What follows belongs to an exercise in optimizing a design on an open flow for small area, a short achievable clock period and few clock cycles; a production flow would make more cautious choices.
Function was checked by simulation only, so behaviour that the tests miss may differ from the original.
Power is estimated from default activity; no workload was simulated.

== v39 ==
Design mips, start of the top module:
module mips(
    input clk,
    input reset,
    input [31:0] i_inst_rdata,
    input [31:0] m_data_rdata,
    output [31:0] i_inst_addr,
    output [31:0] m_data_addr,
    output [31:0] m_data_wdata,
    output [3 :0] m_data_byteen,
    output [31:0] m_inst_addr,
    output w_grf_we,
    output [4:0] w_grf_addr,
    output [31:0] w_grf_wdata,
    output [31:0] w_inst_addr
);
    reg [31:0] pc;                        
    reg [31:0] ir, x_pc;                  
    reg [31:0] m_pc, m_res, m_wd;         
    reg [3:0]  m_be;
    reg [4:0]  m_rd;
    reg        m_we, m_ld;
    reg [1:0]  m_lt;                      
    reg [31:0] w_pc, w_wd;                
    reg [4:0]  w_rd;
    reg        w_we;
    assign i_inst_addr   = pc;
    assign m_data_addr   = m_res;
    assign m_data_wdata  = m_wd;
    assign m_data_byteen = m_be;
    assign m_inst_addr   = m_pc;
    assign w_grf_we      = w_we;
    assign w_grf_addr    = w_rd;
    assign w_grf_wdata   = w_wd;
    assign w_inst_addr   = w_pc;
    wire [5:0]  op = ir[31:26];
    wire [5:0]  fn = ir[5:0];
    wire [4:0]  rs = ir[25:21];
    wire [4:0]  rt = ir[20:16];
    wire [4:0]  rd = ir[15:11];
    wire [15:0] imm = ir[15:0];
    wire rtype  = (op == 6'h00);
    wire i_add  = rtype & (fn == 6'h20);
    wire i_sub  = rtype & (fn == 6'h22);
    wire i_and  = rtype & (fn == 6'h24);
    wire i_or   = rtype & (fn == 6'h25);
    wire i_slt  = rtype & (fn == 6'h2a);
    wire i_sltu = rtype & (fn == 6'h2b);
    wire i_jr   = rtype & (fn == 6'h08);
    wire i_mult = rtype & (fn == 6'h18);
    wire i_multu= rtype & (fn == 6'h19);
    wire i_div  = rtype & (fn == 6'h1a);
    wire i_divu = rtype & (fn == 6'h1b);
    wire i_mfhi = rtype & (fn == 6'h10);
    wire i_mthi = rtype & (fn == 6'h11);
    wire i_mflo = rtype & (fn == 6'h12);
    wire i_mtlo = rtype & (fn == 6'h13);
    wire i_ori  = (op == 6'h0d);
    wire i_andi = (op == 6'h0c);
    wire i_addi = (op == 6'h08);
    wire i_lui  = (op == 6'h0f);
    wire i_lw   = (op == 6'h23);
    wire i_lh   = (op == 6'h21);
    wire i_lb   = (op == 6'h20);
  ...
Size in the first run: about 8600 cells after synthesis, about 1400 flip-flops, roughly 87000 sq um of cells after synthesis.
export LEC_CHECK = 0
export CAP_MARGIN = 30
export CELL_PAD_IN_SITES_DETAIL_PLACEMENT = 1
export CELL_PAD_IN_SITES_GLOBAL_PLACEMENT = 2
export CORE_MARGIN = 2
export CORE_UTILIZATION = 40
export CTS_CLUSTER_DIAMETER = 100
export CTS_CLUSTER_SIZE = 16
export SLEW_MARGIN = 40
create_clock -name core_clock -period 100.0 [get_ports {clk}]
standard.sh (not shown) runs the stock make flow with config.mk's settings and CLKGATE_MAP_FILE= SYNTH_SCRIPT=/design/flow/synth_recipe.tcl, a recipe that flattens the netlist after the stock synthesis.
==> flow/flow/run.sh <==
#!/bin/bash
# The standard layout (the standard.sh, standard synthesis), except that
# the input and output ports are buffered with buf_2 cells rather than the
# placer's default choice. Each tool's output is in standard_flow.log.
set -euo pipefail
export BUFFER_PORTS_ARGS="-buffer_cell sky130_fd_sc_hd__buf_2"
bash standard.sh "BUFFER_PORTS_ARGS=-buffer_cell sky130_fd_sc_hd__buf_2" finish > standard_flow.log 2>&1
Testbench counts of v39, summed over its fixed seeds: cycles 98,879.
[inputs] v28 vs v39
==> flow/flow/run.sh <==
#!/bin/bash
# The standard layout (the standard.sh, standard synthesis) with two
# changes to how it is made, none to the constraints:
#  - the input and output ports are buffered with buf_2 cells rather than
#    the placer's default choice;
#  - ORFS's timing repair aims for 78.4 ns of setup slack at the design's
#    100 ns clock (a 21.6 ns path), so that it sizes up and buffers the
#    paths to and from the ports; gate cloning is off, so every register
#    stays as synthesis made it (only its drive strength may change).
# Each tool's full output is in standard_flow.log (and ORFS's own logs).
set -euo pipefail
export BUFFER_PORTS_ARGS="-buffer_cell sky130_fd_sc_hd__buf_2"
export SETUP_SLACK_MARGIN=78.4
export SKIP_GATE_CLONING=1
bash standard.sh "BUFFER_PORTS_ARGS=-buffer_cell sky130_fd_sc_hd__buf_2" \
  "SETUP_SLACK_MARGIN=78.4" "SKIP_GATE_CLONING=1" finish > standard_flow.log 2>&1
[summary]
Compared with v39, in v28 mean routed wirelength per cell +0.52%, power of the sequential group ~0 delta, register-to-register slack -40 ps, minimum setup slack in the final design +450 ps, portion of total power attributed to the clock network ~0 delta. Run comparison: v28 cell with the largest stage delay on the worst path sky130_fd_sc_hd__dfxtp_2; v39 cell with the largest stage delay on the worst path sky130_fd_sc_hd__dfxtp_1. v28 against v39: via count higher; relative area change from synthesis to final layout roughly the same. For v28, the startpoint of the worst setup timing path was w_wd[1], unlike v39, where it was w_wd[9].

re-timing with driven ports:
Ports are ideal in the flow. The routed layouts listed here were re-timed in OpenROAD. Step 1: set_driving_cell puts a clkbuf_16 on clk and a buf_2 on each other input, an assumption about the parent block. Step 2 moves the port delays by t, midway between the first and last clock arrival at a register: inputs arrive t later, outputs are due t later. That takes back most of the time a late clock gives input paths. a / b / c = ideal ports / drivers / drivers and shift; a / b = the first two.
| run | t (ns) | slack for setup (ns) | worst hold slack (ns) |
|---|---|---|---|
| v39 | 0.931 | 77.955 / 77.868 / 77.632 | 0.347 / 0.347 / 0.347 |
| v28 | 0.919 | 78.407 / 78.304 / 77.713 | 0.344 / 0.344 / 0.344 |
After both steps setup and hold are still met in every run listed. The setup slack of v28, which loses most, moves by -0.103 ns with the drivers and by -0.694 ns with both steps.
